From an optimization exercise on the open Yosys and OpenROAD flow, aimed at small area, a short achievable clock period and few clock cycles per item; shortcuts taken in it are not production practice. Only simulation tests tie the RTL to the original design; equivalence was not proved. The clock port is modelled as an ideal driver, which makes a skipped or thinned clock tree look cheaper than it is; a real chip needs a root buffer or a tree.

==> run a <==
## boron_enc
module boron_enc (
    input  clk, rst, start, input [63:0] plain_text, input [79:0] master_key,
    output reg done, output [63:0] cipher_text
);
    reg        busy;
    reg [4:0]  rc;           
    reg [63:0] x;
    reg [79:0] k;
    wire [63:0] x_next;
    wire [79:0] k_next;
    boron_dp dp(.busy(busy), .rc(rc), .x(x), .k(k), .pt(plain_text), .mk(master_key),
                .x_next(x_next), .k_next(k_next));
    always @(posedge clk) begin
        x <= x_next;
        k <= k_next;
        rc <= busy ? rc + 5'd1 : 5'd0;
    end
    always @(posedge clk) begin
        if (!rst) begin
            busy <= 1'b0;
            done <= 1'b0;
        end else begin
            done <= busy && rc == 5'd24;
            if (!busy)
                busy <= start;
            else if (rc == 5'd24)
                busy <= 1'b0;
        end
    end
    assign cipher_text = x;
endmodule
Settings: LEC_CHECK=0, CAP_MARGIN=20, CORE_MARGIN=2, CORE_UTILIZATION=65, SETUP_SLACK_MARGIN=3.0, SLEW_MARGIN=20; clock period 5.0 ns.
standard.sh (not shown) runs the stock make flow with config.mk's settings and CLKGATE_MAP_FILE= SYNTH_SCRIPT=/design/flow/synth_recipe.tcl, a recipe that flattens the netlist after the stock synthesis.
==> flow/flow/run.sh <==
#!/bin/bash
# Standard layout with three changes:
#  - the design's boron_dp module (the round's next-state logic) is replaced by
#    the same function mapped by hand to cells (dp_mapped.v, from gen/mkdp.py);
#    the registers and the rest of the design go through the standard synthesis;
#  - smaller port buffers (ports.tcl);
#  - a clock tree with the same number of buffers to every register (cts.tcl).
set -euo pipefail
here=$(pwd)
python3 flow/subst.py design.v flow/dp_mapped.v > design_mapped.v 2> subst.log
args=("VERILOG_FILES=$here/design_mapped.v" "PRE_GLOBAL_PLACE_TCL=$here/flow/ports.tcl" "PRE_CTS_TCL=$here/flow/cts.tcl")
if [[ -f flow/extra.txt ]]; then while read -r l; do [[ -n "$l" ]] && args+=("$l"); done < flow/extra.txt; fi
bash standard.sh "${args[@]}" finish > standard.log 2>&1
==> flow/flow/cts.tcl <==
# Clock tree built here instead of by TritonCTS. The flip-flops are split into
# 2^LEAF_LEVELS groups of equal size (alternately by median x and median y);
# each group gets a leaf buffer (CTS_LEAF_CELL, clkbuf_16 by default) at its centre. With ROOT_LEVELS > 0
# the leaf buffers are themselves split the same way into 2^ROOT_LEVELS groups,
# each driven by a clkbuf_16 root buffer; the clock port drives the roots (or
# the leaves). Every register sees the same number of buffers from the port.
set ::cts_leaf_levels [expr {[info exists ::env(CTS_LEAF_LEVELS)] ? $::env(CTS_LEAF_LEVELS) : 2}]
set ::cts_root_levels [expr {[info exists ::env(CTS_ROOT_LEVELS)] ? $::env(CTS_ROOT_LEVELS) : 0}]
set ::cts_leaf_cell [expr {[info exists ::env(CTS_LEAF_CELL)] ? $::env(CTS_LEAF_CELL) : "sky130_fd_sc_hd__clkbuf_16"}]
rename clock_tree_synthesis std_clock_tree_synthesis
proc split_sinks {sinks axis levels} {
  if {$levels == 0} { return [list $sinks] }
  set sorted [lsort -integer -index $axis $sinks]
  set half [expr {[llength $sorted] / 2}]
  set out {}
  foreach part [list [lrange $sorted 0 [expr {$half - 1}]] [lrange $sorted $half end]] {
    lappend out {*}[split_sinks $part [expr {1 - $axis}] [expr {$levels - 1}]]
  }
  return $out
}
proc drive_group {block master net_in g name} {
  set sx 0; set sy 0
  foreach s $g { incr sx [lindex $s 0]; incr sy [lindex $s 1] }
  set cnt [llength $g]
  set x [expr {$sx / $cnt}]
  set y [expr {$sy / $cnt}]
  set net [odb::dbNet_create $block "clknet_$name"]
  $net setSigType CLOCK
  set buf [odb::dbInst_create $block $master "clkbuf_$name"]
  $buf setLocation $x $y
  $buf setPlacementStatus PLACED
  [$buf findITerm A] connect $net_in
  [$buf findITerm X] connect $net
  foreach s $g {
    set it [lindex $s 2]
    $it disconnect
    $it connect $net
  }
  puts "clock buffer $name: $cnt sinks"
  return [list $x $y [$buf findITerm A]]
}
proc clock_tree_synthesis {args} {
  set block [ord::get_db_block]
  set master [[ord::get_db] findMaster sky130_fd_sc_hd__clkbuf_16]
  set leaf_master [[ord::get_db] findMaster $::cts_leaf_cell]
  set clk_net [$block findNet clk]
  set sinks {}
  foreach it [$clk_net getITerms] {
    set loc [[$it getInst] getLocation]
    lappend sinks [list [lindex $loc 0] [lindex $loc 1] $it]
  }
  set leaves {}
  set n 0
  foreach g [split_sinks $sinks 0 $::cts_leaf_levels] {
    lappend leaves [drive_group $block $leaf_master $clk_net $g "leaf_$n"]
    incr n
  }
  if {$::cts_root_levels > 0} {
    set n 0
    foreach g [split_sinks $leaves 0 $::cts_root_levels] {
      drive_group $block $master $clk_net $g "root_$n"
      incr n
    }
  }
  set_propagated_clock [all_clocks]
}
==> flow/flow/extra.txt <==
CTS_LEAF_LEVELS=3
CTS_ROOT_LEVELS=1
CTS_LEAF_CELL=sky130_fd_sc_hd__clkbuf_8
Other scripts of this flow, unchanged in this note and not shown: flow/flow/dp_mapped.v, flow/flow/ports.tcl, flow/flow/subst.py
==> run b: changes against run a <==
--- a/flow/flow/cts.tcl
+++ b/flow/flow/cts.tcl
@@ -2,3 +2,3 @@
 # 2^LEAF_LEVELS groups of equal size (alternately by median x and median y);
-# each group gets a leaf buffer (CTS_LEAF_CELL, clkbuf_16 by default) at its centre. With ROOT_LEVELS > 0
+# each group gets a clkbuf_16 leaf buffer at its centre. With ROOT_LEVELS > 0
 # the leaf buffers are themselves split the same way into 2^ROOT_LEVELS groups,
@@ -8,3 +8,2 @@
 set ::cts_root_levels [expr {[info exists ::env(CTS_ROOT_LEVELS)] ? $::env(CTS_ROOT_LEVELS) : 0}]
-set ::cts_leaf_cell [expr {[info exists ::env(CTS_LEAF_CELL)] ? $::env(CTS_LEAF_CELL) : "sky130_fd_sc_hd__clkbuf_16"}]
 rename clock_tree_synthesis std_clock_tree_synthesis
@@ -44,3 +43,2 @@
   set master [[ord::get_db] findMaster sky130_fd_sc_hd__clkbuf_16]
-  set leaf_master [[ord::get_db] findMaster $::cts_leaf_cell]
   set clk_net [$block findNet clk]
@@ -54,3 +52,3 @@
   foreach g [split_sinks $sinks 0 $::cts_leaf_levels] {
-    lappend leaves [drive_group $block $leaf_master $clk_net $g "leaf_$n"]
+    lappend leaves [drive_group $block $master $clk_net $g "leaf_$n"]
     incr n
==> flow/flow/extra.txt (replaced) <==
CTS_LEAF_LEVELS=3
CTS_ROOT_LEVELS=1
--- a/flow/config.mk
+++ b/flow/config.mk
@@ -10,3 +10,3 @@
 export CORE_UTILIZATION = 65
-export SETUP_SLACK_MARGIN = 3.0
+export SETUP_SLACK_MARGIN = 3.2
 export SLEW_MARGIN = 20
==> summary of the runs <==
Run b did not get past global routing (5_1_grt). Run a completed without violations.
In synthesized area, run a and run b do not differ.
In synthesized cell count, run a and run b do not differ.
Testbench counts of run a, summed over its fixed seeds: cycles 9,992, items 384.
Testbench counts of run b, summed over its fixed seeds: cycles 9,992, items 384.
In run a the design's own scripts or RTL, not TritonCTS, make the clock network.

-- static timing again, ports no longer ideal --
How much do the figures lean on ideal ports? The routed layout below was timed once more, with nothing changed but the port constraints.
Step 1 assumes that a clkbuf_16 drives the clock port and a buf_2 every other input.
Step 2 adds t to the input delays and takes it off the output delays; t is the mean of the earliest and latest rising clock arrival at the registers after step 1. Input paths then give back, and output paths get back, about the clock's delay inside the block.
a / b / c = no drivers / after step 1 / after step 2; a / b = the first two.
run: run a
t, ns: 0.366
setup WS [ns]: 3.044 / 2.987 / 3.047
slew at the worst register clock pin (ns): 0.12 / 0.12
worst slew at a driven data input, ns: 0.06
After both steps setup and hold are still met in run a. For run a, drivers alone change the setup slack by -0.057 ns; drivers and shift together by +0.003 ns.
